Context: an optimization exercise on an open-source flow, tuned for small area, a short achievable clock period and few clock cycles. The choices shown serve that exercise and are no tape-out recipe. Only simulation tests tie the RTL to the original design; equivalence was not proved. Power and IR drop assume default switching activity.

==> design.v <==
`timescale 1ns / 1ps
module reg_file(
	input         clk,
	input         we_hi,
	input         we_lo,
	input  [3:0]  wr_idx,
	input  [15:0] wr_data,
	input  [15:1] sel_a,
	input  [15:1] sel_b,
	output reg [15:0] rd_a,
	output reg [15:0] rd_b);
	reg [15:0] regs [1:15];
	integer i;
	always @(*) begin
		rd_a = 16'h0000;
		rd_b = 16'h0000;
		for (i = 1; i < 16; i = i + 1) begin
			rd_a = rd_a | (regs[i] & {16{sel_a[i]}});
			rd_b = rd_b | (regs[i] & {16{sel_b[i]}});
		end
	end
	always @(posedge clk)
		for (i = 1; i < 16; i = i + 1)
			if (wr_idx == i) begin
				if (we_hi) regs[i][15:8] <= wr_data[15:8];
				if (we_lo) regs[i][7:0]  <= wr_data[7:0];
			end
endmodule
`timescale 1ns / 1ps
module Core(
	input             clk,
	input             rst,                        
	input      [15:0] mem_to_core_data,           
	output     [15:0] core_to_mem_data,           
	output     [23:0] core_to_mem_address,        
	output            core_to_mem_write_enable);  
	localparam ADD  = 4'b0000;
	localparam ADDI = 4'b0001;
	localparam SUB  = 4'b0010;
	localparam LW   = 4'b0011;
	localparam SW   = 4'b0100;
	localparam LUI  = 4'b0101;
	localparam CMP  = 4'b0110;
	localparam BR   = 4'b0111;
	localparam JMP  = 4'b1000;
	localparam SLL  = 4'b1001;
	localparam SLR  = 4'b1010;
	localparam AND  = 4'b1011;
	localparam NAND = 4'b1100;
	localparam OR   = 4'b1101;
	localparam NOT  = 4'b1110;
	localparam LLI  = 4'b1111;
	wire [15:0] md = mem_to_core_data;
	reg [23:0] addr;         
	reg [23:0] save;         
	reg        dslot;        
	reg        dslot_ld;     
	reg        we;           
	reg        a_data;       
	reg        a_ld;         
	reg        nf_lo;        
	reg        nf_kill;      
	reg [3:0]  ld_dest;
	reg        ld_we;
	reg [15:0] ir;           
	reg [15:1] oh_a, oh_b;   
	reg        r_valid;      
	reg        zero, negative;
	reg [15:0] opa, opb;
	reg [15:0] sdata;        
	reg        e_cmp;        
	reg        e_kadd, e_ksub, e_klog;    
	reg [3:0]  e_s0l, e_s0r, e_s1;        
	reg [3:0]  e_tt;         
	reg        e_we_hi, e_we_lo;
	reg [3:0]  e_dest;
	wire [15:0] sum_add;
	wire [16:0] sum_sub;
	add16 _add(.a(opa),  .b(opb), .cin(1'b0), .s(sum_add), .cout());
	add16 _sub(.a(~opa), .b(opb), .cin(1'b1), .s(sum_sub[15:0]), .cout(sum_sub[16]));
	wire eq = (opa == opb);
	wire lt = sum_sub[16] & ~eq;    
	reg  [15:0] logic_r;
	integer k;
	always @(*)
		for (k = 0; k < 16; k = k + 1)
			logic_r[k] = e_tt[{opa[k], opb[k]}];
	reg [15:0] shl1, shr1, shl, shr;
	integer m;
	always @(*) begin
		shl1 = 16'h0000; shr1 = 16'h0000; shl = 16'h0000; shr = 16'h0000;
		for (m = 0; m < 4; m = m + 1) begin
			shl1 = shl1 | ((opa << m) & {16{e_s0l[m]}});
			shr1 = shr1 | ((opa >> m) & {16{e_s0r[m]}});
		end
		for (m = 0; m < 4; m = m + 1) begin
			shl = shl | ((shl1 << (4 * m)) & {16{e_s1[m]}});
			shr = shr | ((shr1 >> (4 * m)) & {16{e_s1[m]}});
		end
	end
	wire [15:0] other  = ({16{e_klog}} & logic_r) |
	                     shl | shr;
	wire [15:0] result = ({16{e_kadd}} & sum_add) | ({16{e_ksub}} & sum_sub[15:0]) | other;
	wire        e_hi  = e_we_hi;
	wire        e_lo  = e_we_lo;
	wire        w_hi  = a_ld ? ld_we : e_hi;
	wire        w_lo  = a_ld ? ld_we : e_lo;
	wire [3:0]  w_idx = a_ld ? ld_dest : e_dest;
	wire [15:0] w_data = ({16{a_ld}} & md) | result;    
	wire [3:0] op = ir[15:12];
	wire [3:0] ra = ir[11:8];
	wire [3:0] rb = ir[7:4];
	wire [7:0] imm = ir[7:0];
	wire [15:0] rf_a, rf_b;
	reg_file _reg_file(
		.clk(clk), .we_hi(w_hi), .we_lo(w_lo), .wr_idx(w_idx), .wr_data(w_data),
		.sel_a(oh_a), .sel_b(oh_b), .rd_a(rf_a), .rd_b(rf_b));
	reg        d_alu, d_cmp, d_sub, d_imm, d_hi, d_lo, d_desta;
	reg [1:0]  d_sel;
	reg [3:0]  d_tt;
	reg [15:0] d_immv;
	always @(*) begin
		d_alu = 1; d_cmp = 0; d_sub = 0; d_imm = 0; d_hi = 1; d_lo = 1; d_desta = 0;
		d_sel = 2'd0; d_tt = 4'b0000; d_immv = {8'h00, imm};
		case (op)
			ADD:  ;
			ADDI: begin d_imm = 1; d_desta = 1; end
			SUB:  d_sub = 1;
			CMP:  begin d_cmp = 1; d_sub = 1; d_hi = 0; d_lo = 0; end
			SLL:  begin d_imm = 1; d_sel = 2'd2; end
			SLR:  begin d_imm = 1; d_sel = 2'd3; end
			AND:  begin d_sel = 2'd1; d_tt = 4'b1000; end
			NAND: begin d_sel = 2'd1; d_tt = 4'b0111; end
			OR:   begin d_sel = 2'd1; d_tt = 4'b1110; end
			NOT:  begin d_sel = 2'd1; d_tt = 4'b0011; end
			LUI:  begin d_imm = 1; d_sel = 2'd1; d_tt = 4'b1010; d_desta = 1; d_lo = 0; d_immv = {imm, imm}; end
			LLI:  begin d_imm = 1; d_sel = 2'd1; d_tt = 4'b1010; d_desta = 1; d_hi = 0; d_immv = {imm, imm}; end
			default: begin d_alu = 0; d_hi = 0; d_lo = 0; end
		endcase
	end
	wire [3:0] d_dest = d_desta ? ra : rb;
	wire       d_dnz  = (d_dest != 4'd0);
	wire ea = (e_dest == ra), eb = (e_dest == rb) & ~d_imm;
	wire la = a_ld & ld_we & (ld_dest == ra), lb = a_ld & ld_we & (ld_dest == rb);
	wire [15:0] ld_a = la ? md : rf_a;
	wire [15:0] ld_b = d_imm ? d_immv : lb ? md : rf_b;
	wire [15:0] fwd_a = {(ea & e_hi) ? result[15:8] : ld_a[15:8],
	                     (ea & e_lo) ? result[7:0]  : ld_a[7:0]};
	wire [15:0] fwd_b = {(eb & e_hi) ? result[15:8] : ld_b[15:8],
	                     (eb & e_lo) ? result[7:0]  : ld_b[7:0]};
	wire a_fs    = ~a_data;
	wire kill    = nf_kill | b_hit;
	wire is_ins  = a_fs & ~kill & ~nf_lo;
	wire is_lo   = a_fs & ~kill & nf_lo;
	wire [3:0] mop = md[15:12];
	wire needs_lo = (mop == LW) | (mop == SW) | (mop == JMP) |
	                ((mop == BR) & (md[11:8] < 4'd6));
	reg  cond;
	always @(*)
		case (ra[2:0])
			3'd0: cond = zero;
			3'd1: cond = ~zero;
			3'd2: cond = negative;
			3'd3: cond = zero | negative;
			3'd4: cond = ~negative & ~zero;
			default: cond = ~negative | zero;
		endcase
	reg  bpend;              
	wire b_adj    = e_cmp;
	wire lo_ldst  = is_lo & ((op == LW) | (op == SW));
	wire lo_jump  = is_lo & ((op == JMP) | ((op == BR) & (b_adj | cond)));
	wire b_pred   = is_lo & (op == BR) & b_adj;
	wire b_miss   = bpend & ~cond;       
	wire b_hit    = bpend & cond;        
	integer q;
	always @(posedge clk) begin
		save <= addr + 24'd1;
		if (rst) begin
			addr    <= 24'h3c8c;
			dslot   <= 0;
			we      <= 0;
			a_data  <= 0;
			nf_lo   <= 0;
			nf_kill <= 1;
			r_valid <= 0;
			a_ld    <= 0;
			bpend   <= 0;
		end else begin
			if (lo_ldst | lo_jump)
				addr <= {imm, md};
			else if (dslot | b_miss)
				addr <= save;
			else
				addr <= addr + 24'd1;
			dslot    <= lo_ldst;
			dslot_ld <= is_lo & (op == LW);
			we       <= is_lo & (op == SW);
			a_data   <= dslot;
			a_ld     <= dslot & dslot_ld;
			if (a_fs) begin
				if (~kill)
					nf_lo <= is_ins & needs_lo;
				nf_kill <= (lo_jump & ~b_pred) | b_miss;
			end
			bpend <= b_pred;
			r_valid <= is_ins;
		end
		if (is_lo) begin
			ld_dest <= ra;
			ld_we   <= (ra != 4'd0);
		end
		if (is_ins)
			ir <= md;
		for (q = 1; q < 16; q = q + 1) begin
			oh_a[q] <= (md[11:8] == q);
			oh_b[q] <= (md[7:4] == q);
		end
		if (e_cmp) begin
			zero     <= eq;
			negative <= lt;
		end
		opa <= fwd_a;
		if (r_valid & (op == SW))
			sdata <= fwd_a;
		opb <= fwd_b;
		e_tt    <= d_tt;
		for (q = 0; q < 4; q = q + 1)
			e_s1[q] <= (imm[3:2] == q);
		if (rst) begin
			e_cmp   <= 0;
			e_kadd  <= 0;
			e_ksub  <= 0;
			e_klog  <= 0;
			e_s0l   <= 0;
			e_s0r   <= 0;
			e_we_hi <= 0;
			e_we_lo <= 0;
		end else begin
			e_cmp   <= r_valid & d_cmp;
			e_kadd  <= r_valid & d_alu & (d_sel == 2'd0) & ~d_sub;
			e_ksub  <= r_valid & d_alu & (d_sel == 2'd0) & d_sub & ~d_cmp;
			e_klog  <= r_valid & d_alu & (d_sel == 2'd1);
			for (q = 0; q < 4; q = q + 1) begin
				e_s0l[q] <= r_valid & (d_sel == 2'd2) & (imm[1:0] == q);
				e_s0r[q] <= r_valid & (d_sel == 2'd3) & (imm[1:0] == q);
			end
			e_we_hi <= r_valid & d_hi & d_dnz;
			e_we_lo <= r_valid & d_lo & d_dnz;
		end
		e_dest  <= d_dest;
	end
	assign core_to_mem_address      = addr;
	assign core_to_mem_data         = sdata;
	assign core_to_mem_write_enable = we;
endmodule
module add16(
	input  [15:0] a,
	input  [15:0] b,
	input         cin,
	output [15:0] s,
	output        cout);
	wire [15:0] p = a ^ b;
	wire [15:0] g0 = a & b;
	wire [15:0] g = {g0[15:1], g0[0] | (p[0] & cin)};
	wire [15:0] G1, P1, G2, P2, G3, P3, G4, P4;
	genvar i;
	generate
		for (i = 0; i < 16; i = i + 1) begin : pf
			if (i & 1) begin
				assign G1[i] = g[i] | (p[i] & g[i - 1]);
				assign P1[i] = p[i] & p[i - 1];
			end else begin
				assign G1[i] = g[i];
				assign P1[i] = p[i];
			end
			if (i & 2) begin
				assign G2[i] = G1[i] | (P1[i] & G1[(i & ~3) + 1]);
				assign P2[i] = P1[i] & P1[(i & ~3) + 1];
			end else begin
				assign G2[i] = G1[i];
				assign P2[i] = P1[i];
			end
			if (i & 4) begin
				assign G3[i] = G2[i] | (P2[i] & G2[(i & ~7) + 3]);
				assign P3[i] = P2[i] & P2[(i & ~7) + 3];
			end else begin
				assign G3[i] = G2[i];
				assign P3[i] = P2[i];
			end
			if (i & 8) begin
				assign G4[i] = G3[i] | (P3[i] & G3[(i & ~15) + 7]);
				assign P4[i] = P3[i] & P3[(i & ~15) + 7];
			end else begin
				assign G4[i] = G3[i];
				assign P4[i] = P3[i];
			end
		end
	endgenerate
	assign s = p ^ {G4[14:0], cin};
	assign cout = G4[15];
endmodule
==> flow/run.sh <==
#!/bin/bash
# The standard layout (standard.sh: same synthesis script, registers and
# steps), with two changes to how cells are picked:
#  - ADDER_MAP_FILE is empty, so synthesis leaves adders to abc as plain logic
#    instead of fixed full/half adder cells;
#  - the input and output port buffers are buf_4 cells instead of the delay
#    buffers (clkdlybuf4s50_1) that buffer_ports picks by default.
# ORFS writes each step's full log under orfs/logs; make's output goes to
# standard.log.
set -euo pipefail
export ADDER_MAP_FILE=
export BUFFER_PORTS_ARGS="-buffer_cell sky130_fd_sc_hd__buf_4"
bash standard.sh > standard.log 2>&1
==> standard.sh <==
#!/bin/bash
# synth_recipe.tcl (not shown) runs the flow's synth.tcl, then flattens the netlist and writes it again
# the make line also repeats each setting of config.mk as NAME=value (left out here)
make -C /OpenROAD-flow-scripts/flow DESIGN_CONFIG=/design/flow/config.mk WORK_HOME=/design/flow/orfs CLKGATE_MAP_FILE= SYNTH_SCRIPT=/design/flow/synth_recipe.tcl "${@:-finish}"
==> config.mk <==
export PLATFORM = sky130hd
export DESIGN_NAME = Core
export DESIGN_NICKNAME = Core
export VERILOG_FILES = /design/flow/design.v
export SDC_FILE = /design/flow/constraint.sdc
export NUM_CORES = 4
export LEC_CHECK = 0
export CAP_MARGIN = 20
export CORE_MARGIN = 2
export CORE_UTILIZATION = 40
export CTS_CLUSTER_DIAMETER = 150
export CTS_CLUSTER_SIZE = 20
export SETUP_SLACK_MARGIN = 4.3
export SLEW_MARGIN = 20
==> constraint.sdc <==
create_clock -name core_clock -period 7.0 [get_ports {clk}]
set_input_delay 1.4000 -clock core_clock [delete_from_list [all_inputs] [get_ports {clk}]]
set_output_delay 1.4000 -clock core_clock [all_outputs]
set_load 0.01 [all_outputs]
==> results of run 1 <==
[cell type report]
| class | instances | area, um2 | area share |
|---|---|---|---|
| multi-input cells | 1233 | 8790 | 0.382 |
| well taps | 672 | 841 | 0.0365 |
| inverters | 34 | 131 | 0.00571 |
| flip-flops and latches | 424 | 11400 | 0.493 |
| clock inverters | 2 | 25.0 | 0.00109 |
| clock buffers | 43 | 714 | 0.0310 |
| repair buffers | 149 | 1160 | 0.0504 |
[worst max-delay path, delay by kind of cell (launching register included)]
family	cells	cell delay, ns
simple gates	2	1.22
flops	1	0.33
mux	1	0.58
buf+inv	1	0.39
[registers in the layout, summed over array words and instances (netlist names), 4 cells and up]
| signal | flops |
|---|---|
| e_dest | 4 |
| ir | 16 |
| _reg_file.regs | 240 |
| e_tt | 4 |
| e_s0r | 4 |
| sdata | 16 |
| opa | 16 |
| ld_dest | 4 |
| opb | 16 |
| e_s0l | 4 |
| save | 24 |
| e_s1 | 4 |
| oh_b | 15 |
| oh_a | 15 |
| addr | 24 |
[final timing paths]
check | cells after the start | slack [ns] | to | start
setup / recovery | 4 | 4.09 | _reg_file.regs[2][9] | a_ld
hold / removal | 1 | 0.47 | a_data | dslot
setup reg to reg | 4 | 4.09 | _reg_file.regs[2][9] | a_ld
hold reg to reg | 1 | 0.47 | a_data | dslot
[report_power, final]
| group | switching, uW | internal, uW | total, uW |
|---|---|---|---|
| Sequential | 147 | 2730 | 2880 |
| Combinational | 457 | 334 | 791 |
| Clock | 851 | 703 | 1550 |
| Total | 1460 | 3770 | 5220 |
[per-stage QoR]
stage	utilization	hold slack (ns)	cell area [um2]	total power, uW	std cells
2_1_floorplan	-	0.420	20300	3340	1855
3_3_place_gp	0.422	0.474	21200	3540	2451
3_5_place_dp	0.423	0.473	21200	3550	2453
4_1_cts	0.449	0.482	22500	5130	2524
5_1_grt	0.460	0.515	23000	5370	2557
6_report	0.460	0.474	23000	5220	2557
[Yosys cell counts (all sizes together), types with 16 or more instances]
cell	count
edfxtp	280
mux4	16
nand3	50
nand2b	27
and3	32
a222oi	40
o22ai	17
o21ai	73
a22o	49
mux2i	33
nor2b	16
nand4	22
a221oi	53
nand2	171
nor2	137
o211ai	18
dfxtp	144
buf	17
xor2	19
clkbuf	153
a22oi	158
a21oi	54
xnor2	53
inv	34
nor3	28
[routing by layer]
| metal | global-route usage | vias to the layer above | routed length, um |
|---|---|---|---|
| li1 | - | 7187 | - |
| met2 | 0.406 | 1255 | 32500 |
| met1 | 0.364 | 8287 | 28600 |
| met5 | 0 | - | 0 |
| met3 | 0.0550 | 260 | 8810 |
| met4 | 0.113 | 0 | 3870 |
[cells by family after synthesis]
logic type,after synthesis,share of synthesized area
and+or+nand+nor,525,0.121
muxes,55,0.0374
buffers and inverters,204,0.0390
adders and majority gates,13,0.00667
xor gates and xnor gates,72,0.0311
DFF,424,0.557
AOI/OAI and AO/OA,562,0.207
[repair_timing]
item	CTS	global route
resized for setup	99	66
setup endpoints to repair	350	304
setup buffers	23	29
pin swaps	21	15
cloned	3	3
==> summary.txt, run 1 <==
Synthesis
  • Yosys top cell area share: 0.415
  • Syn Inst Count: 1855
  • Largest cells by area after synthesis: edfxtp_1 42%, dfxtp_1 14%, a22oi_1 5.9%
  • Avg Inst Size Synth: 10.9 um2
  • Leading area contributor after synthesis: edfxtp_1
  • Post-Syn Area: 20300 um2
  • Ys async rst share: 0
  • Distinct cells, synth: 70
  • Seq/Total Area, Yosys: 0.557
  • Flops & latches, synth: roughly 420
  • EDFF count, synth: 280
  • Ys flop type: edfxtp_1
  • Post-Syn Nets: 1873
  • YS warnings: 3

Critical path
  • Setup crit start kind: flop
  • CP max stage delay: around 0.96 ns
  • Crit path required time: 7.20 ns
  • CP endpoint kind: flop
  • Worst-path cell chain: buf_4, mux2i_1, nand2_1, nor2_1
  • CP max FO: 32
  • Critical path type: reg -> reg
  • Data arrival time of the worst path: 3.10 ns
  • Crit-path slowest cell: nor2_1

Placed design
  • Detailed Place HPWL: 46000 um
  • GP Congestion: 0.941
  • Port Buf Inserts: 58
  • Setup WS pre-CTS: 3.32 ns

Clock tree
  • TritonCTS Sinks: 424
  • Clk Latency, worst-skew pair: just under 0.6 ns
  • CTS tree: done
  • Root Buffer: clkbuf_16
  • Total CTS buffers: 25
  • Worst-path clk slew: 0.09 ns
  • Cts hold-fix bufs: 0
  • H-tree level count: 1
  • Clk buf depth: 3

Timing
  • Setup TNS: 0 ns
  • Worst slew pin tran: 1.36 ns
  • Final hold vios: 0
  • # setup viols final: 0
  • Setup Skew: 0.0261 ns
  • Tmin final: 2.91 ns
  • Final WS setup: between 4 and 5 ns
  • Pins over their slew limit: 0
  • Crit share post-route: 0.416
  • Slew HR: 0.0915
  • FMAX: roughly 340 MHz
  • RSZ-0062 raised after global routing: true

Detailed routing
  • DRT iter0 DRCs: 3289
  • Drt first pass iters: 7
  • Routed length per instance: approximately 29 um
  • Routed Antenna Nets: 0
  • DR DRC count: 0
  • Post-Route WL: between 70000 and 80000 um
  • DR vias: 17000
  • Via-per-instance ratio: 6.64

Final layout
  • Ant diodes: 0
  • Nets: around 1900
  • Most common library cell in the layout ignoring fill and taps: edfxtp_1
  • Fill cell count: 4608
  • Area Growth Syn to Fin: 13.7%
  • Layout cells sized above 1: 0.180
  • Commonest cells after routing, fill and taps aside: 280 x edfxtp_1, 157 x nand2_1, 157 x a22oi_1

Global routing
  • GR Util All Layers: 0.265
  • Grt total ovfl: 0
  • First-pass GRT wire length: 105000 um
  • Initial antenna violation count: 0
  • Vias in the first global route: about 16000
  • Largest net degree at the start of global routing: 33

Pwr
  • P per Cell Area: 227 nW/um2
  • LEAKAGE: 0.00775 uW
  • Max IR drop VDD: ~0.16 mV

Floorplanning
  • Die W: 229 um
  • Initial core utilization: 0.405
  • Core ar.: 50100 um2
  • Die ar.: ~52000 um2
  • Placement Rows: a little over 80
  • Height of the die: around 230 um
  • Boundary Pins: 59

Worst hold path
  • Worst min path class: reg -> reg

Status
  • Outcome: finished clean

Run
  • Total of max-cap violations: 0
Testbench counts, summed over its fixed seeds: cycles 53,178.
==> inputs of run 2 (changes only) <==
--- a/config.mk
+++ b/config.mk
@@ -10,5 +10,5 @@
 export CORE_UTILIZATION = 40
 export CTS_CLUSTER_DIAMETER = 150
 export CTS_CLUSTER_SIZE = 20
-export SETUP_SLACK_MARGIN = 4.3
+export SETUP_SLACK_MARGIN = 4.6
 export SLEW_MARGIN = 20
==> run 2 against run 1 <==
Against the previous run:
- critical path depth is 5 higher
- maximum frequency is 5.7% higher
- routed wire length is 0.44% lower
- synthesized cell count stayed put
- clock skew is 0.0050 ns higher
- via count is 0.25% higher
- critical endpoint is now _reg_file.regs[14][13]
- final cell count is 2.1% higher
- register-to-register slack better by 0.16 ns
==> summary.txt, run 2 <==
Status
  • Outcome: finished clean

Timing
  • Worst slew pin tran: 1.26 ns
  • WHS: 0.486 ns
  • Crit share post-route: 0.393
  • Final hold vios: 0
  • Pins over their slew limit: 0
  • Setup TNS: 0 ns
  • RSZ-0062 raised after global routing: true
  • Slew HR: 0.160
  • FMAX: about 360 MHz
  • Setup Skew: 0.0310 ns
  • # setup viols final: 0
  • Tmin final: approximately 2.8 ns
  • Final WS setup: 4.25 ns

Pwr
  • P per Cell Area: 219 nW/um2
  • LEAKAGE: 0.00814 uW
  • Max IR drop VDD: around 0.18 mV

Placed design
  • Setup WS pre-CTS: 3.68 ns
  • GP Congestion: 0.908
  • Detailed Place HPWL: 45400 um
  • Port Buf Inserts: 58
  • Placed cell count: 2449

Synthesis
  • YS warnings: 3
  • Most common cell in the synthesized netlist: edfxtp_1
  • Flops & latches, synth: 424
  • Distinct cells, synth: 70
  • Post-Syn Area: about 20000 um2
  • Syn Inst Count: 1855
  • Leading area contributor after synthesis: edfxtp_1
  • Seq/Total Area, Yosys: 0.557
  • Avg Inst Size Synth: approximately 11 um2
  • Largest cells by area after synthesis: edfxtp_1 42%, dfxtp_1 14%, a22oi_1 5.9%
  • Most frequent cells after synthesis: 280 x edfxtp_1, 171 x nand2_1, 158 x a22oi_1
  • Post-Syn Nets: 1873
  • Yosys top cell area share: 0.415
  • Ys async rst share: 0
  • Ys flop type: edfxtp_1
  • EDFF count, synth: 280

Global routing
  • Met2 Use GR: 0.408
  • Met3 GRT Util: 0.0606
  • First-pass GRT wire length: ~110000 um
  • Largest net degree at the start of global routing: 33
  • Initial antenna violation count: 1
  • Grt total ovfl: 0
  • Gr busiest metal: met2
  • GR Util All Layers: 0.268
  • Vias in the first global route: 16000
  • Met1 usage: 0.358

Critical path
  • CP endpoint kind: flop
  • Setup crit start kind: flop
  • Critical path type: reg -> reg
  • Crit path required time: 7.31 ns
  • FF-to-FF path depth: 9
  • CP max FO: 15
  • Data arrival time of the worst path: 3.06 ns

Final layout
  • Commonest cells after routing, fill and taps aside: 280 x edfxtp_1, 155 x a22oi_1, 153 x nand2_1
  • Biggest register: _reg_file.regs
  • Ant diodes: 0
  • Largest regs: _reg_file.regs (240), addr (24), save (24)
  • Non-filler cells, final: 2610
  • Area Growth Syn to Fin: 18.8%
  • Max FFs per register: 240
  • Fill cell count: 4518
  • Register Area: approximately 11000 um2
  • Most common library cell in the layout ignoring fill and taps: edfxtp_1
  • Nets: 1938
  • Layout cells sized above 1: 0.237
  • Multi-input combinational cell area: between 9000 and 10000 um2

Floorplanning
  • Initial core utilization: 0.405
  • Height of the die: approximately 230 um
  • Die W: 229 um
  • Die ar.: 52400 um2
  • Core ar.: 50100 um2
  • Boundary Pins: 59
  • Placement Rows: 82

Worst hold path
  • Worst min path class: reg -> reg
  • Cells on Worst Hold Path: 1

Detailed routing
  • Drt first pass iters: 7
  • Post-Route WL: between 70000 and 80000 um
  • DR vias: 17000
  • Routed Antenna Nets: 0
  • Via-per-instance ratio: 6.53
  • DR DRC count: 0
  • DRT iter0 DRCs: 2607
  • Routed length per instance: 28.2 um

Run
  • Total of max-cap violations: 0

Clock tree
  • Total CTS buffers: 25
  • Clk Latency, worst-skew pair: 0.59 ns
  • Cts hold-fix bufs: 0
  • Worst-path clk slew: 0.10 ns
  • Clk buf depth: 3
  • H-tree level count: 1
  • TritonCTS Sinks: 424
  • CTS tree: done
  • Root Buffer: clkbuf_16
==> run 2: cell counts after synthesis <==
No cell type changed its count.
==> run 2: worst paths after layout <==
| kind | to | startpoint | slack (ns) |
|---|---|---|---|
| setup / recovery | _reg_file.regs[14][13] | opa[8] | 4.25 |
| hold / removal | a_data | dslot | 0.49 |
| setup reg to reg | _reg_file.regs[14][13] | opa[8] | 4.25 |
| hold reg to reg | a_data | dslot | 0.49 |
==> run 2: kinds of logic (layout without fill, tap and decap cells) <==
| group | Yosys count | count (layout) | synth area share |
|---|---|---|---|
| AO/OA/AOI/OAI | 562 | 562 | 0.207 |
| AND/OR/NAND/NOR | 525 | 532 | 0.121 |
| flip-flops | 424 | 424 | 0.557 |
| buffers and inverters | 204 | 280 | 0.0390 |
| XOR/XNOR | 72 | 72 | 0.0311 |
| multiplexers | 55 | 55 | 0.0374 |
| adder cells (fa/ha/maj) | 13 | 13 | 0.00667 |
==> run 2: cell type report <==
cell class | instances | share of cell area
Sequential cell | 424 | 0.476
Multi-Input combinational cell | 1234 | 0.377
Timing Repair Buffer | 201 | 0.0758
Tap cell | 672 | 0.0349
Clock buffer | 43 | 0.0288
Inverter | 34 | 0.00567
Clock inverter | 2 | 0.00192
==> run 2: power breakdown <==
| group | switching (uW) | internal (uW) |
|---|---|---|
| clock | 835 | 717 |
| sequential | 142 | 2730 |
| combinational | 484 | 360 |
| total | 1460 | 3800 |
==> run 2: layer usage <==
layer | wire (um) | up-vias
met4 | 4680 | 0
met5 | 0 | -
li1 | - | 7295
met2 | 31700 | 1231
met1 | 28200 | 8206
met3 | 8860 | 300
==> run 2: through the flow <==
step | power, uW | util | area, um2
3_5_place_dp | 3570 | 0.425 | 21300
2_1_floorplan | 3370 | - | 20400
3_3_place_gp | 3560 | 0.425 | 21300
4_1_cts | 5180 | 0.466 | 23300
6_report | 5270 | 0.481 | 24100
5_1_grt | 5430 | 0.481 | 24100
==> run 2: critical path, stage by stage, from the launching register on <==
cell	delay [ns]
dfxtp_4	0.39
nand2b_4	0.15
maj3_2	0.30
maj3_2	0.29
maj3_2	0.33
o221a_4	0.14
a32o_2	0.26
a2111oi_4	0.32
buf_6	0.19
nand2_8	0.09
==> run 2: timing repair <==
action,4_1_cts,5_1_grt
pin swaps,20,26
setup endpoints to repair,489,479
gates cloned,2,5
buffers inserted,68,39
resized for setup,225,94
==> inputs of run 3 (changes only) <==
--- a/config.mk
+++ b/config.mk
@@ -7,7 +7,7 @@
 export LEC_CHECK = 0
 export CAP_MARGIN = 20
 export CORE_MARGIN = 2
-export CORE_UTILIZATION = 40
+export CORE_UTILIZATION = 60
 export CTS_CLUSTER_DIAMETER = 150
 export CTS_CLUSTER_SIZE = 20
 export SETUP_SLACK_MARGIN = 4.6
==> run 3 against run 2 <==
Against the previous run:
- still clean
- maximum frequency rose by 1.4%
- sequential share of layout area is 0.31 points higher
- non-clock buffer count stayed put
- worst setup slack gained 0.038 ns
- total power is 0.97% higher
- register-to-register slack better by 0.04 ns
- critical endpoint is now _reg_file.regs[1][13]
- largest power group unchanged
- highest routed layer unchanged
==> summary.txt, run 3 <==
Critical path
  • Most frequent cell on the critical path: maj3_2
  • Critical path type: reg -> reg
  • CP max stage delay: around 0.38 ns
  • CP endpoint kind: flop
  • Crit path required time: 7.31 ns
  • WP buf/inv: 1
  • CP max FO: 15
  • CP top delay family: adder cells
  • Setup crit start kind: flop
  • Worst-path cell chain: nand2b_4, maj3_2, maj3_2, maj3_2, o221a_4, a32o_2, a2111oi_4, buf_6, nand2_8
  • Data arrival time of the worst path: 3.02 ns
  • Crit-path slowest cell: dfxtp_4

Timing
  • Tmin final: about 2.7 ns
  • Pins over their slew limit: 0
  • Setup Skew: 0.0356 ns
  • Final hold vios: 0
  • FMAX: 368 MHz
  • Worst slew pin tran: 1.28 ns
  • Slew HR: 0.148
  • # setup viols final: 0
  • Setup TNS: 0 ns
  • RSZ-0062 raised after global routing: true
  • Crit share post-route: 0.388

Pwr
  • P per Cell Area: 222 nW/um2
  • Switch Pwr: around 1500 uW
  • Max IR drop VDD: 0.212 mV
  • LEAKAGE: roughly 0.008 uW
  • Seq pwr share: 0.543
  • Comb pwr share: 0.174
  • Clock power frac: 0.283
  • Int Pwr: 3830 uW
  • Net Sw Frac: 0.280

Global routing
  • Initial antenna violation count: 1
  • Largest net degree at the start of global routing: 33
  • Grt total ovfl: 0
  • Vias in the first global route: about 16000
  • GR Util All Layers: 0.394
  • First-pass GRT wire length: 104000 um

Clock tree
  • Worst-path clk slew: approximately 0.090 ns
  • Cts hold-fix bufs: 0
  • Total CTS buffers: 25
  • Root Buffer: clkbuf_16
  • CTS tree: done
  • H-tree level count: 1
  • Clk Latency, worst-skew pair: 0.58 ns
  • TritonCTS Sinks: 424
  • Clk buf depth: 3

Final layout
  • Nets: 1937
  • Largest regs: _reg_file.regs (240), addr (24), save (24)
  • Max FFs per register: between 200 and 250
  • Area Growth Syn to Fin: 18.1%
  • Commonest cells after routing, fill and taps aside: 280 x edfxtp_1, 157 x a22oi_1, 154 x nand2_1
  • Most common library cell in the layout ignoring fill and taps: edfxtp_1
  • Biggest register: _reg_file.regs
  • Final instance area: 23900 um2
  • Fill cell count: 2371
  • Layout cells sized above 1: 0.247

Worst hold path
  • Worst min path class: reg -> reg

Synthesis
  • Avg Inst Size Synth: around 11 um2
  • Seq/Total Area, Yosys: 0.557
  • Syn Inst Count: between 1500 and 2000
  • Flops & latches, synth: approximately 420
  • Post-Syn Area: 20300 um2
  • Ys async rst share: 0
  • YS warnings: 3
  • Ys flop type: edfxtp_1
  • Leading area contributor after synthesis: edfxtp_1
  • Distinct cells, synth: 70
  • Post-Syn Nets: ~1900
  • Most frequent cells after synthesis: 280 x edfxtp_1, 171 x nand2_1, 158 x a22oi_1
  • Yosys top cell area share: 0.415
  • Largest cells by area after synthesis: edfxtp_1 42%, dfxtp_1 14%, a22oi_1 5.9%
  • EDFF count, synth: 280
  • Most common cell in the synthesized netlist: edfxtp_1

Detailed routing
  • Drt first pass iters: 7
  • Post-Route WL: 71900 um
  • DR DRC count: 0
  • Routed length per instance: 30.1 um
  • DR vias: about 17000
  • Via-per-instance ratio: 7.27
  • Routed Antenna Nets: 0
  • DRT iter0 DRCs: between 2000 and 3000

Run
  • Total of max-cap violations: 0

Floorplanning
  • Height of the die: 188 um
  • Die W: 188 um
  • Die ar.: 35200 um2
  • Boundary Pins: 59
  • Core ar.: ~33000 um2
  • Placement Rows: 67
  • Initial core utilization: 0.607

Placed design
  • Post-place instance area: 20900 um2
  • GP Congestion: 0.967
  • Port Buf Inserts: 58
  • Detailed Place HPWL: around 44000 um

Status
  • Outcome: finished clean
run 3: kinds of logic (layout without fill, tap and decap cells):
kind of cell	Yosys count	after routing	synth area share
buffers and inverters	204	280	0.0390
xor gates and xnor gates	72	72	0.0311
muxes	55	55	0.0374
DFF	424	424	0.557
and+or+nand+nor	525	530	0.121
other	0	1	0
AOI/OAI and AO/OA	562	563	0.207
adders and majority gates	13	13	0.00667
run 3: area by class of cell:
class | instances | area [um2] | share of cell area
diodes | 1 | 2.50 | 0.000105
clock inverters | 2 | 25.0 | 0.00105
multi-input cells | 1233 | 9250 | 0.387
repair buffers | 201 | 1810 | 0.0755
flip-flops and latches | 424 | 11500 | 0.479
well taps | 448 | 561 | 0.0234
inverters | 34 | 134 | 0.00560
clock buffers | 43 | 693 | 0.0290
run 3: repair_timing:
| action | in CTS | in global routing |
|---|---|---|
| gates cloned | 4 | 2 |
| hold endpoints to repair | 0 | 0 |
| endpoints found under the setup margin | 492 | 363 |
| resized for setup | 268 | 77 |
| pin swaps | 27 | 23 |
| buffers inserted | 77 | 42 |
run 3: worst paths after layout:
kind | start | end | slack [ns] | depth (start not counted)
max | opa[8] | _reg_file.regs[1][13] | 4.29 | 9
min | dslot | a_data | 0.50 | 1
max reg2reg | opa[8] | _reg_file.regs[1][13] | 4.29 | 9
min reg2reg | dslot | a_data | 0.50 | 1
run 3: power groups by stage:
stage | clock (uW) | sequential (uW) | combinational (uW)
after CTS | 1510 | 2880 | 820
after detailed placement | 0 | 2950 | 611
after global routing | 1600 | 2890 | 973
after global placement | 0 | 2950 | 605
final | 1510 | 2890 | 925
after floorplan | 0 | 2810 | 555
run 3: worst reg2reg max path: stages (launching register included):
cell,delay [ns]
dfxtp_4,0.38
nand2b_4,0.14
maj3_2,0.29
maj3_2,0.29
maj3_2,0.34
o221a_4,0.15
a32o_2,0.27
a2111oi_4,0.30
buf_6,0.19
nand2_8,0.10
run 3: routing by layer:
metal / vias up / part of all wire / GRT usage
met5: - / 0 / 0.00275
met4: 0 / 0.056 / 0.180
met3: 298 / 0.13 / 0.0837
met2: 1447 / 0.45 / 0.623
met1: 8324 / 0.36 / 0.526
li1: 7280 / - / -
run 3: per-stage QoR:
stage	hold WS (ns)	worst slack (ns)	power, uW	utilization	std cells
CTS	0.494	4.32	5200	0.696	2341
detailed placement	0.486	3.58	3560	0.627	2215
finish	0.496	4.29	5320	0.717	2386
global placement	0.470	3.60	3550	0.626	2213
floorplan	0.420	4.38	3370	-	1855
global route	0.520	4.26	5470	0.717	2385
==> inputs of run 4 (changes only) <==
--- a/config.mk
+++ b/config.mk
@@ -10,5 +10,5 @@
 export CORE_UTILIZATION = 60
 export CTS_CLUSTER_DIAMETER = 150
 export CTS_CLUSTER_SIZE = 20
-export SETUP_SLACK_MARGIN = 4.6
+export SETUP_SLACK_MARGIN = 4.2
 export SLEW_MARGIN = 20
==> run 4 against run 3 <==
Against the previous run:
- synthesized cell count did not move
- via count shrank 3.8%
- sequential cell count stayed put
- utilization shrank 4.8 points
- count of clock-buffer cells in the layout unchanged
==> summary.txt, run 4 <==
Pwr
  • LEAKAGE: 0.00752 uW
  • Max IR drop VDD: 0.285 mV
  • P per Cell Area: 230 nW/um2

Run
  • Total of max-cap violations: 0

Timing
  • Crit share post-route: 0.404
  • Worst slew pin tran: 1.28 ns
  • Final hold vios: 0
  • Pins over their slew limit: 0
  • Tmin final: 2.83 ns
  • Setup Skew: 0.0543 ns
  • Slew HR: 0.143
  • Setup TNS: 0 ns
  • # setup viols final: 0
  • RSZ-0062 raised after global routing: true
  • FMAX: 354 MHz

Final layout
  • Ant diodes: 0
  • Layout Utilization: 0.669
  • Max FFs per register: 240
  • Layout cells sized above 1: 0.144
  • Area Growth Syn to Fin: 10.1%
  • Nets: 1851
  • Largest regs: _reg_file.regs (240), addr (24), save (24)
  • Commonest cells after routing, fill and taps aside: 280 x edfxtp_1, 160 x nand2_1, 157 x a22oi_1
  • Biggest register: _reg_file.regs
  • Most common library cell in the layout ignoring fill and taps: edfxtp_1
  • Fill cell count: approximately 2600

Critical path
  • Crit path required time: 7.33 ns
  • CP max FO: 8
  • Setup crit start kind: flop
  • RR Startpoint: opa[8]
  • Data arrival time of the worst path: 3.16 ns
  • Reg-to-reg slack, setup: 4.17 ns
  • Crit Reg-Reg Endpoint: _reg_file.regs[12][13]
  • Critical Path Start: opa[8]
  • FF-to-FF path depth: 10
  • Critical path type: reg -> reg
  • CP endpoint kind: flop

Status
  • Outcome: finished clean

Synthesis
  • Main combinational cell family by area after synthesis: compound AO/OA/AOI/OAI gates
  • EDFF count, synth: 280
  • Avg Inst Size Synth: between 10 and 15 um2
  • Syn Inst Count: 1855
  • Ys flop type: edfxtp_1
  • Post-synthesis xor/xnor area fraction: 0.0311
  • Synth Area in Simple Gates: 0.121
  • Yosys top cell area share: 0.415
  • Adder-cell share of the synthesized area: 0.00667
  • Flops & latches, synth: around 420
  • YS warnings: 3
  • Leading area contributor after synthesis: edfxtp_1
  • Mux cell area share after synthesis: 0.0374
  • Most frequent cells after synthesis: 280 x edfxtp_1, 171 x nand2_1, 158 x a22oi_1
  • Distinct cells, synth: 70
  • Post-Syn Area: 20300 um2
  • Largest cells by area after synthesis: edfxtp_1 42%, dfxtp_1 14%, a22oi_1 5.9%
  • Ys async rst share: 0
  • Post-Syn Nets: 1873
  • Seq/Total Area, Yosys: 0.557
  • Most common cell in the synthesized netlist: edfxtp_1
  • Compound-Gate Fraction of Synth Area: 0.207

Floorplanning
  • Placement Rows: 67
  • Core ar.: 33400 um2
  • Initial core utilization: 0.607
  • Die ar.: 35200 um2
  • Boundary Pins: 59
  • Die W: 188 um
  • Height of the die: 188 um

Detailed routing
  • DR DRC count: 0
  • Via-per-instance ratio: approximately 7.3
  • Drt first pass iters: 8
  • Routed Antenna Nets: 0
  • Post-Route WL: 68300 um
  • Routed length per instance: 29.7 um
  • DR vias: 16700
  • DRT iter0 DRCs: 2462

Worst hold path
  • Hold endpoint: a_data
  • Min-delay src: dslot
  • Worst min path class: reg -> reg
  • Cells on Worst Hold Path: 1

Clock tree
  • Total CTS buffers: 25
  • Clk buf depth: 3
  • H-tree level count: 1
  • Clk Latency, worst-skew pair: 0.60 ns
  • Cts hold-fix bufs: 0
  • TritonCTS Sinks: 424
  • Root Buffer: clkbuf_16
  • CTS tree: done
  • Worst-path clk slew: 0.09 ns

Global routing
  • First-pass GRT wire length: 99400 um
  • Largest net degree at the start of global routing: 33
  • Vias in the first global route: 15300
  • GR Util All Layers: 0.378
  • Grt total ovfl: 0
  • Initial antenna violation count: 1

Placed design
  • Detailed Place HPWL: 43400 um
  • Port Buf Inserts: 58
  • GP Congestion: 0.939
## run 4: metal layers
layer | GRT usage | part of all wire | vias up
li1 | - | - | 7113
met1 | 0.522 | 0.37 | 7896
met2 | 0.576 | 0.44 | 1361
met3 | 0.0625 | 0.13 | 323
met4 | 0.201 | 0.065 | 0
met5 | 0 | 0 | -
## run 4: worst max-delay path: stages, from the launching register on
cell,delay (ns)
dfxtp_2,0.34
buf_12,0.13
nand2b_4,0.13
maj3_2,0.29
maj3_2,0.29
maj3_2,0.33
o221a_4,0.15
a32o_2,0.26
a2111oi_4,0.35
buf_6,0.22
nand2_8,0.09
## run 4: where the power goes
part           switching, uW  internal (uW)  leakage, uW  total [uW]
clock network            834            686     0.000346        1520
logic                    408            314      0.00342         722
registers                162           2730      0.00376        2890
## run 4: cell type report
type,instances,area (um2),share of cell area
clock inverters,2,36.3,0.00163
well taps,448,561,0.0251
flip-flops and latches,424,11300,0.509
multi-input cells,1230,8590,0.385
inverters,34,128,0.00572
repair buffers,118,956,0.0429
clock buffers,43,693,0.0311
## run 4: metrics by stage
step	power [uW]	std cells	cell area (um2)	hold slack, ns	setup WS (ns)
final	5130	2299	22300	0.501	4.17
after global routing	5280	2299	22300	0.521	4.09
after CTS	5030	2276	21800	0.502	4.18
after detailed placement	3540	2223	20800	0.490	3.06
after global placement	3530	2221	20800	0.465	3.12
after floorplan	3340	1855	20300	0.420	4.22
## run 4: cell families after synthesis
logic type | Yosys count
buffers and inverters | 204
xor gates and xnor gates | 72
and+or+nand+nor | 525
adders and majority gates | 13
muxes | 55
DFF | 424
AOI/OAI and AO/OA | 562
## run 4: timing repair
item,4_1_cts,5_1_grt
buffers inserted,7,21
endpoints found under the setup margin,244,255
resized for setup,63,55
gates cloned,1,2
pin swaps,7,18
## run 4: worst max-delay path by stage
stage                                  end  slack, ns  cells after the start
floorplan           _reg_file.regs[10][10]       4.22                      9
global placement     _reg_file.regs[6][14]       3.12                      8
detailed placement    _reg_file.regs[4][8]       3.06                      8
CTS                  _reg_file.regs[6][11]       4.18                      8
global route        _reg_file.regs[10][10]       4.09                     10
finish              _reg_file.regs[12][13]       4.17                     10
==> inputs of run 5 (changes only) <==
--- a/config.mk
+++ b/config.mk
@@ -10,5 +10,5 @@
 export CORE_UTILIZATION = 60
 export CTS_CLUSTER_DIAMETER = 150
 export CTS_CLUSTER_SIZE = 20
-export SETUP_SLACK_MARGIN = 4.2
+export SETUP_SLACK_MARGIN = 3.7
 export SLEW_MARGIN = 20
==> run 5 against run 4 <==
Against the previous run:
- routed wire length is 2.2% lower
- sequential share of layout area grew 1.3 points
- register-to-register slack worse by 0.34 ns
- maximum frequency down 11%
- final cell count down 1.3%
- clock power about the same
- utilization shrank 1.9 points
- total power shrank 1.9%
- synthesized area did not move
- global-route usage fell by 0.66 points
- critical path type unchanged
- largest cell class unchanged
==> summary.txt, run 5 <==
Status
  • Outcome: finished clean

Synthesis
  • Largest cells by area after synthesis: edfxtp_1 42%, dfxtp_1 14%, a22oi_1 5.9%
  • Most frequent cells after synthesis: 280 x edfxtp_1, 171 x nand2_1, 158 x a22oi_1
  • Post-Syn Nets: 1873
  • Yosys top cell area share: 0.415
  • Ys async rst share: 0
  • Leading area contributor after synthesis: edfxtp_1
  • Avg Inst Size Synth: 10.9 um2
  • Most common cell in the synthesized netlist: edfxtp_1
  • Ys flop type: edfxtp_1
  • Distinct cells, synth: 70
  • Flops & latches, synth: 424
  • YS warnings: 3
  • Post-Syn Area: between 20000 and 25000 um2
  • Syn Inst Count: between 1500 and 2000
  • Seq/Total Area, Yosys: 0.557
  • EDFF count, synth: 280

Timing
  • Slew HR: 0.113
  • Worst slew pin tran: 1.33 ns
  • Tmin final: 3.17 ns
  • WHS: 0.490 ns
  • Setup TNS: 0 ns
  • FMAX: 316 MHz
  • # setup viols final: 0
  • Pins over their slew limit: 0
  • Final hold vios: 0
  • Setup Skew: about 0.025 ns
  • Crit share post-route: 0.453
  • RSZ-0062 raised after global routing: false

Clock tree
  • Worst-path clk slew: 0.10 ns
  • Resize count post-CTS: 13
  • Root Buffer: clkbuf_16
  • Postcts setup bufs: 0
  • Clk buf depth: 3
  • Cts hold-fix bufs: 0
  • Clk Latency, worst-skew pair: 0.58 ns
  • H-tree level count: 1
  • Total CTS buffers: 25
  • CTS tree: done
  • TritonCTS Sinks: 424

Global routing
  • Initial antenna violation count: 1
  • Grt total ovfl: 0
  • Vias in the first global route: approximately 15000
  • First-pass GRT wire length: roughly 98000 um
  • Largest net degree at the start of global routing: 32
  • GR Util All Layers: 0.371

Floorplanning
  • Die ar.: 35200 um2
  • Core ar.: 33400 um2
  • Initial core utilization: 0.607
  • Boundary Pins: 59
  • Die W: 188 um
  • Placement Rows: between 60 and 70
  • Height of the die: 188 um

Final layout
  • Layout cells sized above 1: 0.105
  • Max FFs per register: 240
  • Ant diodes: 0
  • Biggest register: _reg_file.regs
  • Nets: 1820
  • Area Growth Syn to Fin: 7.08%
  • Most common library cell in the layout ignoring fill and taps: edfxtp_1
  • Commonest cells after routing, fill and taps aside: 280 x edfxtp_1, 166 x nand2_1, 158 x a22oi_1
  • Largest regs: _reg_file.regs (240), addr (24), save (24)

Run
  • Total of max-cap violations: 0

Detailed routing
  • DR DRC count: 0
  • Via-per-instance ratio: just over 7
  • Drt first pass iters: 9
  • Post-Route WL: roughly 67000 um
  • Routed Antenna Nets: 0
  • DR vias: 16400
  • DRT iter0 DRCs: 2576
  • Routed length per instance: between 20 and 30 um

Critical path
  • Crit-path slowest cell: a221oi_1
  • WP buf/inv: 1
  • Critical path type: reg -> reg
  • CP max stage delay: between 0.7 and 0.8 ns
  • Worst-path cell chain: inv_1, maj3_1, a21oi_1, xnor2_1, a221oi_1, nand2_1
  • CP top delay family: compound AO/OA/AOI/OAI gates
  • Data arrival time of the worst path: 3.32 ns
  • Crit path required time: between 7 and 8 ns
  • Setup crit start kind: flop
  • CP max FO: 15
  • CP endpoint kind: flop

Worst hold path
  • Worst min path class: reg -> reg

Pwr
  • Max IR drop VDD: between 0.2 and 0.3 mV
  • P per Cell Area: 232 nW/um2
  • LEAKAGE: a little over 0.007 uW

Placed design
  • Detailed Place HPWL: 43100 um
  • Port Buf Inserts: 58
  • GP Congestion: ~0.99
run 5: cell types whose count changed in the layout (fill, tap and decap cells not counted), moves of 5 or more:
cell / previous run / this run
nand2_1: 160 / 166
a21oi_1: 48 / 54
buf_12: 5 / 0
nand2_4: 5 / 0
dfxtp_1: 121 / 130
buf_4: 111 / 88
dfxtp_4: 11 / 1
run 5: worst reg2reg max path, stage by stage, from the launching register on:
cell and delay, ns:
dfxtp_1 0.55, inv_1 0.10, maj3_1 0.40, a21oi_1 0.26, xnor2_1 0.12, a221oi_1 0.73
nand2_1 0.58
run 5: routing by layer:
| layer | vias to the layer above | track usage | wire length, um |
|---|---|---|---|
| li1 | 7040 | - | - |
| met1 | 7773 | 0.507 | 24700 |
| met2 | 1271 | 0.556 | 28700 |
| met3 | 324 | 0.0882 | 8930 |
| met4 | 2 | 0.191 | 4480 |
| met5 | - | 0 | 52 |
run 5: report_power, final:
group / internal [uW] / switching, uW
Clock: 687 / 822
Combinational: 260 / 378
Sequential: 2730 / 162
run 5: kinds of logic after synthesis:
kind of cell | share of synthesized area
AOI/OAI and AO/OA | 0.207
xor gates and xnor gates | 0.0311
adders and majority gates | 0.00667
buffers and inverters | 0.0390
DFF | 0.557
muxes | 0.0374
and+or+nand+nor | 0.121
run 5: area by class of cell:
class / instances / area, um2
fillers: 2612 / 11700
flip-flops and latches: 424 / 11300
multi-input cells: 1227 / 8280
clock buffers: 43 / 693
repair buffers: 90 / 683
well taps: 448 / 561
inverters: 34 / 128
clock inverters: 2 / 36.3
run 5: metrics by stage:
stage | area (um2) | total power, uW | utilization | instances | worst slack [ns]
floorplan | 20300 | 3340 | - | 1855 | 4.19
global placement | 20800 | 3530 | 0.624 | 2220 | 3.27
detailed placement | 20800 | 3540 | 0.624 | 2221 | 3.16
CTS | 21600 | 5000 | 0.647 | 2266 | 3.70
global route | 21700 | 5190 | 0.650 | 2268 | 3.70
finish | 21700 | 5040 | 0.650 | 2268 | 3.83
run 5: worst paths after layout:
check                              start                    to  slack (ns)  cells after the start
worst max register to register    opa[1]  _reg_file.regs[4][3]        3.83                      6
worst min register to register  addr[23]              save[23]        0.49                      1
worst max-delay path              opa[1]  _reg_file.regs[4][3]        3.83                      6
worst min-delay path            addr[23]              save[23]        0.49                      1
==> inputs of run 6 (changes only) <==
--- a/config.mk
+++ b/config.mk
@@ -10,5 +10,5 @@
 export CORE_UTILIZATION = 60
 export CTS_CLUSTER_DIAMETER = 150
 export CTS_CLUSTER_SIZE = 20
-export SETUP_SLACK_MARGIN = 3.7
+export SETUP_SLACK_MARGIN = 4.4
 export SLEW_MARGIN = 20
==> run 6 against run 5 <==
Against the previous run:
- non-clock buffer count grew 58
- die area is the same
- design area grew 6.0%
- routed wire length grew 4.2%
- total power grew 4.4%
- worst setup slack gained 0.46 ns
- largest power group unchanged
- synthesized cell count is the same
- synthesized area is the same
==> summary.txt, run 6 <==
Detailed routing
  • Routed length per instance: slightly below 30 um
  • Drt first pass iters: 6
  • Routed Antenna Nets: 0
  • Metal3 WL: approximately 9400 um
  • Top sig layer: met4
  • DR vias: ~17000
  • Post-Route WL: 69600 um
  • Via-per-instance ratio: 7.29
  • DR DRC count: 0
  • DRT iter0 DRCs: 2708
  • Routed wl met2: between 30000 and 40000 um
  • Metal-1 WL: 25600 um

Clock tree
  • CTS tree: done
  • TritonCTS Sinks: 424
  • H-tree level count: 1
  • Clk buf depth: 3
  • Total CTS buffers: 25
  • Root Buffer: clkbuf_16
  • Clk Latency, worst-skew pair: 0.57 ns
  • Cts hold-fix bufs: 0
  • Worst-path clk slew: 0.09 ns

Final layout
  • Ant diodes: 0
  • Fill cell count: 2556
  • Area Growth Syn to Fin: 13.5%
  • Max FFs per register: 240
  • Most common library cell in the layout ignoring fill and taps: edfxtp_1
  • Commonest cells after routing, fill and taps aside: 280 x edfxtp_1, 157 x nand2_1, 157 x a22oi_1
  • Non-filler cells, final: 2332
  • Layout cells sized above 1: 0.188
  • Biggest register: _reg_file.regs
  • Largest regs: _reg_file.regs (240), addr (24), save (24)
  • Nets: 1884

Timing
  • Crit share post-route: 0.387
  • FMAX: 369 MHz
  • Setup Skew: around 0.025 ns
  • WHS: 0.457 ns
  • Final hold vios: 0
  • # setup viols final: 0
  • Slew HR: 0.130
  • Worst slew pin tran: 1.30 ns
  • Tmin final: 2.71 ns
  • Pins over their slew limit: 0
  • RSZ-0062 raised after global routing: true
  • Setup TNS: 0 ns

Placed design
  • Port Buf Inserts: 58
  • GP Congestion: 0.954
  • Placed cell count: 2217
  • Detailed Place HPWL: 43400 um

Synthesis
  • Ys async rst share: 0
  • Most common cell in the synthesized netlist: edfxtp_1
  • Seq/Total Area, Yosys: 0.557
  • Flops & latches, synth: between 400 and 500
  • Distinct cells, synth: 70
  • Avg Inst Size Synth: 10.9 um2
  • Largest cells by area after synthesis: edfxtp_1 42%, dfxtp_1 14%, a22oi_1 5.9%
  • Most frequent cells after synthesis: 280 x edfxtp_1, 171 x nand2_1, 158 x a22oi_1
  • Syn Inst Count: between 1500 and 2000
  • EDFF count, synth: 280
  • Post-Syn Area: just over 20000 um2
  • YS warnings: 3
  • Post-Syn Nets: 1873
  • Yosys top cell area share: 0.415
  • Leading area contributor after synthesis: edfxtp_1
  • Ys flop type: edfxtp_1

Global routing
  • Initial antenna violation count: 0
  • Largest net degree at the start of global routing: 33
  • Grt total ovfl: 0
  • GR Util All Layers: 0.385
  • Vias in the first global route: 15800
  • First-pass GRT wire length: slightly above 100000 um

Critical path
  • Critical path type: reg -> reg
  • CP endpoint kind: flop
  • CP max FO: 7
  • Data arrival time of the worst path: 3.03 ns
  • Setup crit start kind: flop
  • Crit path required time: around 7.3 ns

Floorplanning
  • Die W: between 150 and 200 um
  • Die ar.: 35200 um2
  • Boundary Pins: 59
  • Initial core utilization: 0.607
  • Height of the die: about 190 um
  • Placement Rows: 67
  • Core ar.: 33400 um2

Pwr
  • Comb pwr share: 0.163
  • Clock power frac: 0.288
  • Switch Pwr: about 1500 uW
  • Final Power: 5260 uW
  • Seq pwr share: 0.549
  • LEAKAGE: 0.00778 uW
  • Int Pwr: roughly 3800 uW
  • Max IR drop VDD: 0.233 mV
  • P per Cell Area: 229 nW/um2
  • Net Sw Frac: 0.279

Run
  • Total of max-cap violations: 0

Status
  • Outcome: finished clean

Worst hold path
  • Worst min path class: reg -> reg
run 6: cell types whose count changed in the layout (fill, tap and decap cells not counted), sizes merged:
| cell | before | now |
|---|---|---|
| buf | 90 | 148 |
| nand2 | 171 | 176 |
| clkinvlp | 0 | 1 |
| a21o | 13 | 14 |
| inv | 36 | 35 |
run 6: metal layers:
layer | GRT usage | vias up
met2 | 0.586 | 1441
met5 | 0 | -
met3 | 0.0897 | 315
met4 | 0.185 | 0
li1 | - | 7185
met1 | 0.524 | 8066
run 6: cells by family (layout without fill, tap and decap cells):
group	after synthesis	in the layout	share of synthesized area
fa+ha+maj	13	13	0.00667
compound gates	562	563	0.207
mux	55	55	0.0374
simple gates	525	530	0.121
xor+xnor	72	72	0.0311
buf+inv	204	227	0.0390
flops	424	424	0.557
run 6: power groups by stage:
| stage | logic [uW] | clock network [uW] | registers, uW |
|---|---|---|---|
| final | 857 | 1510 | 2890 |
| after global routing | 907 | 1590 | 2890 |
| after CTS | 748 | 1510 | 2880 |
| after detailed placement | 602 | 0 | 2940 |
| after global placement | 598 | 0 | 2940 |
| after floorplan | 533 | 0 | 2810 |
run 6: worst max-delay path: stages (launching register included):
cell and delay [ns]:
dfxtp_4 0.37, nand2b_4 0.14, maj3_2 0.29, maj3_2 0.29, maj3_2 0.33, o221a_4 0.15, a32o_2 0.27, a2111oi_4 0.31
buf_6 0.21, nand2_4 0.09
run 6: path summary, 6_finish.rpt:
check	start	end	slack (ns)	cells after the start
max	opa[8]	_reg_file.regs[11][13]	4.29	9
min	addr[0]	save[0]	0.46	1
max reg2reg	opa[8]	_reg_file.regs[11][13]	4.29	9
min reg2reg	addr[0]	save[0]	0.46	1
run 6: layout make-up:
cell class / count / area [um2] / area share
clock buffers: 43 / 693 / 0.0302
clock inverters: 2 / 25.0 / 0.00109
repair buffers: 148 / 1200 / 0.0520
well taps: 448 / 561 / 0.0244
flip-flops and latches: 424 / 11400 / 0.495
multi-input cells: 1233 / 9000 / 0.392
inverters: 34 / 131 / 0.00572
run 6: timing repair:
action,4_1_cts,5_1_grt
cloned,6,0
pin swaps,27,21
gates resized for setup,137,72
setup buffers,39,25
setup endpoints to repair,291,362
run 6: metrics by stage:
step | instance area [um2] | worst slack, ns | utilization
floorplan | 20300 | 4.38 | -
global placement | 20800 | 3.18 | 0.624
detailed placement | 20800 | 3.15 | 0.624
CTS | 22500 | 4.25 | 0.673
global route | 23000 | 4.20 | 0.689
finish | 23000 | 4.29 | 0.689
==> inputs of run 7 (changes only) <==
--- a/config.mk
+++ b/config.mk
@@ -10,5 +10,5 @@
 export CORE_UTILIZATION = 60
 export CTS_CLUSTER_DIAMETER = 150
 export CTS_CLUSTER_SIZE = 20
-export SETUP_SLACK_MARGIN = 4.4
+export SETUP_SLACK_MARGIN = 4.0
 export SLEW_MARGIN = 20
==> run 7 against run 6 <==
Against the previous run:
- non-clock buffer count decreased by 50
- sequential cell count unchanged
- sequential share of layout area increased by 2.3 points
- utilization decreased by 3.3 points
- via count decreased by 3.0%
- synthesized area unchanged
- critical endpoint is now _reg_file.regs[10][13]
- largest cell class unchanged
==> summary.txt, run 7 <==
Synthesis
  • Seq/Total Area, Yosys: 0.557
  • Most frequent cells after synthesis: 280 x edfxtp_1, 171 x nand2_1, 158 x a22oi_1
  • Post-Syn Area: 20300 um2
  • Avg Inst Size Synth: between 10 and 15 um2
  • Most common cell in the synthesized netlist: edfxtp_1
  • Yosys top cell area share: 0.415
  • YS warnings: 3
  • Ys async rst share: 0
  • Flops & latches, synth: 424
  • Ys flop type: edfxtp_1
  • Syn Inst Count: 1855
  • Post-Syn Nets: 1873
  • Largest cells by area after synthesis: edfxtp_1 42%, dfxtp_1 14%, a22oi_1 5.9%
  • Leading area contributor after synthesis: edfxtp_1
  • Distinct cells, synth: 70
  • EDFF count, synth: 280

Floorplanning
  • Die W: 188 um
  • Core ar.: 33400 um2
  • Die ar.: roughly 35000 um2
  • Placement Rows: 67
  • Initial core utilization: 0.607
  • Boundary Pins: 59
  • Height of the die: about 190 um

Timing
  • Crit share post-route: 0.417
  • FMAX: 342 MHz
  • Pins over their slew limit: 0
  • Slew HR: 0.115
  • # setup viols final: 0
  • Tmin final: 2.92 ns
  • Setup Skew: around 0.023 ns
  • Setup TNS: 0 ns
  • Worst slew pin tran: between 1 and 1.5 ns
  • Final hold vios: 0
  • WHS: 0.490 ns
  • RSZ-0062 raised after global routing: false

Detailed routing
  • DR vias: 16500
  • Via-per-instance ratio: about 7.2
  • Drt first pass iters: 9
  • Routed length per instance: 29.5 um
  • Routed Antenna Nets: 0
  • DR DRC count: 0
  • DRT iter0 DRCs: 2413
  • Post-Route WL: 67100 um

Run
  • Total of max-cap violations: 0

Critical path
  • Reg-to-reg slack, setup: about 4.1 ns
  • RR Startpoint: opa[10]
  • Crit Reg-Reg Endpoint: _reg_file.regs[10][13]
  • CP top delay family: simple AND/OR/NAND/NOR gates
  • CP max stage delay: 0.59 ns
  • Critical path type: reg -> reg
  • FF-to-FF path depth: 8
  • CP max FO: 17
  • Crit-path slowest cell: or4_4
  • Setup crit start kind: flop
  • CP endpoint kind: flop
  • Data arrival time of the worst path: 3.22 ns
  • WP buf/inv: 1
  • Crit path required time: 7.30 ns
  • Worst-path cell chain: xor2_1, or4_4, nand2b_1, o221a_4, a32o_1, a2111oi_4, buf_4, nand2_4

Placed design
  • Port Buf Inserts: 58
  • GP Congestion: 0.990
  • Detailed Place HPWL: roughly 43000 um
  • Placed cell count: 2221

Clock tree
  • Worst-path clk slew: 0.09 ns
  • Clk Latency, worst-skew pair: a little under 0.6 ns
  • TritonCTS Sinks: 424
  • Total CTS buffers: 25
  • H-tree level count: 1
  • Clk buf depth: 3
  • CTS tree: done
  • Root Buffer: clkbuf_16

Final layout
  • Area Growth Syn to Fin: 7.99%
  • Largest regs: _reg_file.regs (240), addr (24), save (24)
  • Max FFs per register: 240
  • Most common library cell in the layout ignoring fill and taps: edfxtp_1
  • Commonest cells after routing, fill and taps aside: 280 x edfxtp_1, 162 x nand2_1, 158 x a22oi_1
  • Non-filler cells, final: 2277
  • Nets: 1828
  • Biggest register: _reg_file.regs
  • Layout Utilization: 0.656
  • Layout cells sized above 1: 0.120

Pwr
  • Comb pwr share: 0.130
  • Net Sw Frac: 0.271
  • LEAKAGE: ~0.0073 uW
  • Max IR drop VDD: 0.276 mV
  • Switch Pwr: 1370 uW
  • Seq pwr share: 0.572
  • Int Pwr: ~3700 uW
  • P per Cell Area: between 200 and 250 nW/um2
  • Clock power frac: 0.298

Worst hold path
  • Cells on Worst Hold Path: 1
  • Worst min path class: reg -> reg
  • Min-delay src: addr[23]
  • Hold endpoint: save[23]

Global routing
  • Initial antenna violation count: 2
  • GR Util All Layers: 0.371
  • Vias in the first global route: 15300
  • First-pass GRT wire length: 97900 um
  • Largest net degree at the start of global routing: 32
  • Grt total ovfl: 0

Status
  • Outcome: finished clean
## run 7: cell counts after synthesis
Identical to the previous run, type by type.
## run 7: cell type report
| cell class | instances | area, um2 |
|---|---|---|
| inverter | 34 | 128 |
| antenna | 1 | 2.50 |
| clock inverter | 2 | 36.3 |
| sequential | 424 | 11300 |
| tap | 448 | 561 |
| timing repair buffer | 98 | 751 |
| clock buffer | 43 | 693 |
| multi-input combinational | 1227 | 8370 |
| fill | 2605 | 11500 |
## run 7: repair_timing
action / CTS / global route
resized for setup: 41 / 24
buffers inserted: 0 / 7
setup endpoints to repair: 200 / 233
pin swaps: 2 / 4
hold buffers: 0 / 0
## run 7: cell families (layout without fill, tap and decap cells)
logic type / Yosys count / count (layout) / share of synthesized area
compound gates: 562 / 562 / 0.207
xor+xnor: 72 / 72 / 0.0311
fa+ha+maj: 13 / 13 / 0.00667
buf+inv: 204 / 177 / 0.0390
flops: 424 / 424 / 0.557
mux: 55 / 55 / 0.0374
other cells: 0 / 1 / 0
simple gates: 525 / 525 / 0.121
## run 7: metal layers
layer | part of all wire | vias to the layer above | GRT usage
met5 | 0.00016 | - | 0
met3 | 0.13 | 332 | 0.0865
met1 | 0.38 | 7835 | 0.507
met4 | 0.067 | 2 | 0.189
met2 | 0.43 | 1267 | 0.559
li1 | - | 7058 | -
## run 7: metrics by stage
stage	total power [uW]	instance area (um2)	setup slack (ns)
2_1_floorplan	3340	20300	4.19
3_3_place_gp	3530	20800	3.27
3_5_place_dp	3540	20800	3.16
4_1_cts	5020	21700	4.02
5_1_grt	5210	21900	4.00
6_report	5050	21900	4.08
## run 7: power groups by stage
stage,Sequential [uW],Combinational [uW],Clock (uW)
2_1_floorplan,2810,528,0
3_3_place_gp,2930,601,0
3_5_place_dp,2930,605,0
4_1_cts,2880,623,1510
5_1_grt,2900,700,1610
6_report,2890,655,1510
## run 7: worst max path at each step
stage	start	to	slack, ns	cells after the start
6_report	opa[10]	_reg_file.regs[10][13]	4.08	8
5_1_grt	opb[6]	_reg_file.regs[8][10]	4.00	8
3_3_place_gp	opa[10]	_reg_file.regs[11][14]	3.27	7
2_1_floorplan	opa[8]	_reg_file.regs[10][13]	4.19	9
4_1_cts	ir[8]	addr[7]	4.02	8
3_5_place_dp	opa[5]	_reg_file.regs[2][8]	3.16	8
## run 7: worst reg2reg max path, delay by kind of cell (launching register included)
kind	cells	cell delay [ns]
and+or+nand+nor	3	0.90
DFF	1	0.47
xor gates and xnor gates	1	0.20
AOI/OAI and AO/OA	3	0.88
buffers and inverters	1	0.20

## static timing again, ports no longer ideal
The flow's constraints put no driver on any port. The routed layouts listed below were extracted and timed again, unchanged, in two steps. Step 1 assumes that a clkbuf_16 drives the clock port and a buf_2 every other input. Step 2, shift: input delay + t, output delay - t, t = (earliest + latest rising clock arrival at the registers) / 2. This alone moves slack from input paths to output paths. Three values: no drivers, after step 1, after step 2; two values: the first two.
run	t (ns)	setup slack, ns	hold slack, ns	worst data-port slew with drivers (ns)	cell pins on the clock port's net
run 1	0.626	4.091 / 4.091 / 4.013	0.474 / 0.474 / 0.474	0.04	1
run 2	0.633	4.247 / 4.247 / 4.153	0.486 / 0.486 / 0.486	0.04	1
run 3	0.613	4.285 / 4.285 / 4.091	0.496 / 0.496 / 0.496	0.03	1
run 4	0.635	4.173 / 4.173 / 4.173	0.501 / 0.501 / 0.501	0.04	1
run 5	0.623	3.831 / 3.831 / 3.778	0.490 / 0.490 / 0.490	0.04	1
run 6	0.620	4.290 / 4.290 / 4.124	0.457 / 0.457 / 0.457	0.04	1
run 7	0.623	4.079 / 4.079 / 3.745	0.490 / 0.490 / 0.490	0.04	1
After both steps every run listed still meets setup and hold. The setup slack of run 7, which loses most, moves by 0.000 ns with the drivers and by -0.334 ns with both steps.
